From an optimization exercise on the open Yosys and OpenROAD flow, aimed at small area, a short achievable clock period and few clock cycles; shortcuts taken in it are not production practice. Function was checked by simulation only, so behaviour that the tests miss may differ from the original. Power and IR drop assume default switching activity.

// mips_mc
module mips_mc (
  input         clock,
  input         reset,
  input  [31:0] mem_rdata,
  output [31:0] mem_addr,
  output [31:0] mem_wdata,
  output        mem_we
);
Size: ~5300 cells after synthesis, ~1300 flip-flops, about 99 I/O pins.
==> flow/config.mk <==
export PLATFORM = sky130hd
export DESIGN_NAME = mips_mc
export DESIGN_NICKNAME = mips_mc
export VERILOG_FILES = /design/flow/design.v
export SDC_FILE = /design/flow/constraint.sdc
export NUM_CORES = 4
export LEC_CHECK = 0
export CAP_MARGIN = 20
export CORE_MARGIN = 2
export CORE_UTILIZATION = 40
export SLEW_MARGIN = 20
==> flow/constraint.sdc <==
create_clock -name core_clock -period 12.0 [get_ports {clock}]
set_input_delay 2.4000 -clock core_clock [delete_from_list [all_inputs] [get_ports {clock}]]
set_output_delay 2.4000 -clock core_clock [all_outputs]
set_load 0.01 [all_outputs]
standard.sh (not shown) runs the stock make flow with config.mk's settings and CLKGATE_MAP_FILE= SYNTH_SCRIPT=/design/flow/synth_recipe.tcl, a recipe that flattens the netlist after the stock synthesis.
==> flow/flow/run.sh <==
#!/bin/bash
# Own flow: the standard ORFS layout (standard.sh: unchanged synthesis
# script, SDC and flow scripts), run with a tighter repair target so that
# the layout is optimised below the 12 ns constraint (repair_timing aims
# for SETUP_SLACK_MARGIN ns of setup slack), a denser core, larger clock
# tree clusters and wider max-cap/max-slew margins for repair_design.
# make's full output goes to flow_make.log; ORFS keeps each step's log
# under orfs/logs/.
set -euo pipefail
cd "$(dirname "$0")/.."
bash standard.sh SETUP_SLACK_MARGIN=8 ABC_CLOCK_PERIOD_IN_PS=3500 \
  CORE_UTILIZATION=50 CTS_CLUSTER_SIZE=30 CTS_CLUSTER_DIAMETER=80 \
  CAP_MARGIN=40 SLEW_MARGIN=30 \
  finish > flow_make.log 2>&1
Testbench counts at the start, summed over its fixed seeds: cycles 80,319.
==> next run, changes <==
--- a/flow/flow/run.sh
+++ b/flow/flow/run.sh
@@ -11,3 +11,3 @@
 bash standard.sh SETUP_SLACK_MARGIN=8 ABC_CLOCK_PERIOD_IN_PS=3500 \
-  CORE_UTILIZATION=50 CTS_CLUSTER_SIZE=30 CTS_CLUSTER_DIAMETER=80 \
+  CORE_UTILIZATION=60 CTS_CLUSTER_SIZE=30 CTS_CLUSTER_DIAMETER=80 \
   CAP_MARGIN=40 SLEW_MARGIN=30 \
Result: Wire length fell by a few percent; via count hardly moves; setup slack gains 97 ps.
==> next run, changes <==
==> flow/flow/run.sh (replaced) <==
#!/bin/bash
# Own flow: the standard ORFS layout (standard.sh: unchanged synthesis
# script, SDC and flow scripts), run with a tighter repair target so that
# the layout is optimised below the 12 ns constraint (repair_timing aims
# for SETUP_SLACK_MARGIN ns of setup slack), a denser core and larger clock
# tree clusters. make's full output goes to flow_make.log; ORFS keeps each
# step's log under orfs/logs/.
set -euo pipefail
cd "$(dirname "$0")/.."
bash standard.sh SETUP_SLACK_MARGIN=8 ABC_CLOCK_PERIOD_IN_PS=3500 \
  CORE_UTILIZATION=50 CTS_CLUSTER_SIZE=30 CTS_CLUSTER_DIAMETER=80 \
  finish > flow_make.log 2>&1
The changed run ran to the end with no violations; cell count is higher by 3.8%; power rises by 2.5%; first-iteration DRC count shrinks by 5.1%; cell area goes up by 0.42%; synthesized area is unchanged; hold slack gets better by 6.9 ps; clock skew falls by 4.3 ps; die area rose by 20%; maximum frequency falls by 1.1%; combinational power went down by about 1%; register-to-register slack degrades by 50 ps.

---

Setup of alpha:
Another version of the RTL of mips_mc (not shown whole).
Size in the first run: about 5100 cells after synthesis, ~99 I/O pins.
clock: 12.0 ns
lec_check: 0
cap_margin: 20
core_margin: 2
core_utilization: 40
slew_margin: 20
==> flow/flow/run.sh <==
#!/bin/bash
# Own flow: the standard ORFS layout (standard.sh: unchanged synthesis
# script, SDC and flow scripts), run with a tighter repair target so that
# the layout is optimised below the 12 ns constraint (repair_timing aims
# for SETUP_SLACK_MARGIN ns of setup slack), a denser core, larger clock
# tree clusters and wider max-cap/max-slew margins for repair_design.
# make's full output goes to flow_make.log; ORFS keeps each step's log
# under orfs/logs/.
set -euo pipefail
cd "$(dirname "$0")/.."
bash standard.sh SETUP_SLACK_MARGIN=8 ABC_CLOCK_PERIOD_IN_PS=3500 \
  CORE_UTILIZATION=50 CTS_CLUSTER_SIZE=24 CTS_CLUSTER_DIAMETER=60 \
  CAP_MARGIN=30 \
  finish > flow_make.log 2>&1
Having completed the whole flow, alpha delivered a layout that passed the timing, DRC and antenna checks.
Testbench counts of alpha, summed over its fixed seeds: cycles 80,319.
#### Input delta (beta over alpha)
-- flow/flow/run.sh --
<<< alpha, line 12
  CORE_UTILIZATION=50 CTS_CLUSTER_SIZE=24 CTS_CLUSTER_DIAMETER=60 \
  CAP_MARGIN=30 \
>>> beta, line 12
  CORE_UTILIZATION=60 CTS_CLUSTER_SIZE=24 CTS_CLUSTER_DIAMETER=60 \
  CAP_MARGIN=40 SLEW_MARGIN=30 \
## What came out
Power share of the combinational group: beta lower than alpha
Number of tap instances was lower in the run labelled beta.
Of alpha and beta, the run reporting the lower final period utilization was alpha.
Row clock-buffer cell count: beta lower / alpha higher
Against alpha, beta comes in 9.0 ps lower on worst hold margin.
As of beta, non-clock buffer count had fallen slightly compared to alpha.
| buffer count from post-CTS setup fixing | beta vs alpha | 8 higher |

-- re-timing with driven ports --
How much do the figures lean on ideal ports? The routed layouts below were timed once more, with nothing changed but the port constraints.
Step 1 (the two cells are an assumption about what drives the block):
set clk [get_ports {clock}]
set_driving_cell -lib_cell sky130_fd_sc_hd__clkbuf_16 $clk
set_driving_cell -lib_cell sky130_fd_sc_hd__buf_2 [delete_from_list [all_inputs] $clk]
Step 2 also shifts input and output timing later by t, the mid clock arrival at the registers, as if the neighbouring blocks saw the same clock.
a / b / c = ideal / step 1 / step 2; a / b = the first two.
| run | t (ns) | setup slack, ns | hold slack, ns | latest minus earliest clock arrival (ns) | worst slew at a driven data input, ns |
|---|---|---|---|---|---|
| the first run of note 1 | 0.799 | 7.772 / 7.772 / 7.060 | 0.444 / 0.444 / 0.444 | 0.057 / 0.057 | 0.07 |
| the second run of note 1 | 0.825 | 7.869 / 7.869 / 7.078 | 0.436 / 0.436 / 0.436 | 0.072 / 0.072 | 0.08 |
| the third run of note 1 | 0.800 | 7.822 / 7.822 / 7.157 | 0.442 / 0.442 / 0.442 | 0.066 / 0.067 | 0.08 |
| alpha | 0.852 | 7.885 / 7.885 / 7.222 | 0.452 / 0.452 / 0.452 | 0.081 / 0.081 | 0.11 |
| beta | 0.818 | 7.768 / 7.768 / 7.276 | 0.443 / 0.443 / 0.443 | 0.066 / 0.066 | 0.12 |
After both steps setup and hold are still met in every run listed. For the second run of note 1, which loses most, drivers alone change the setup slack by 0.000 ns; drivers and shift together by -0.791 ns.
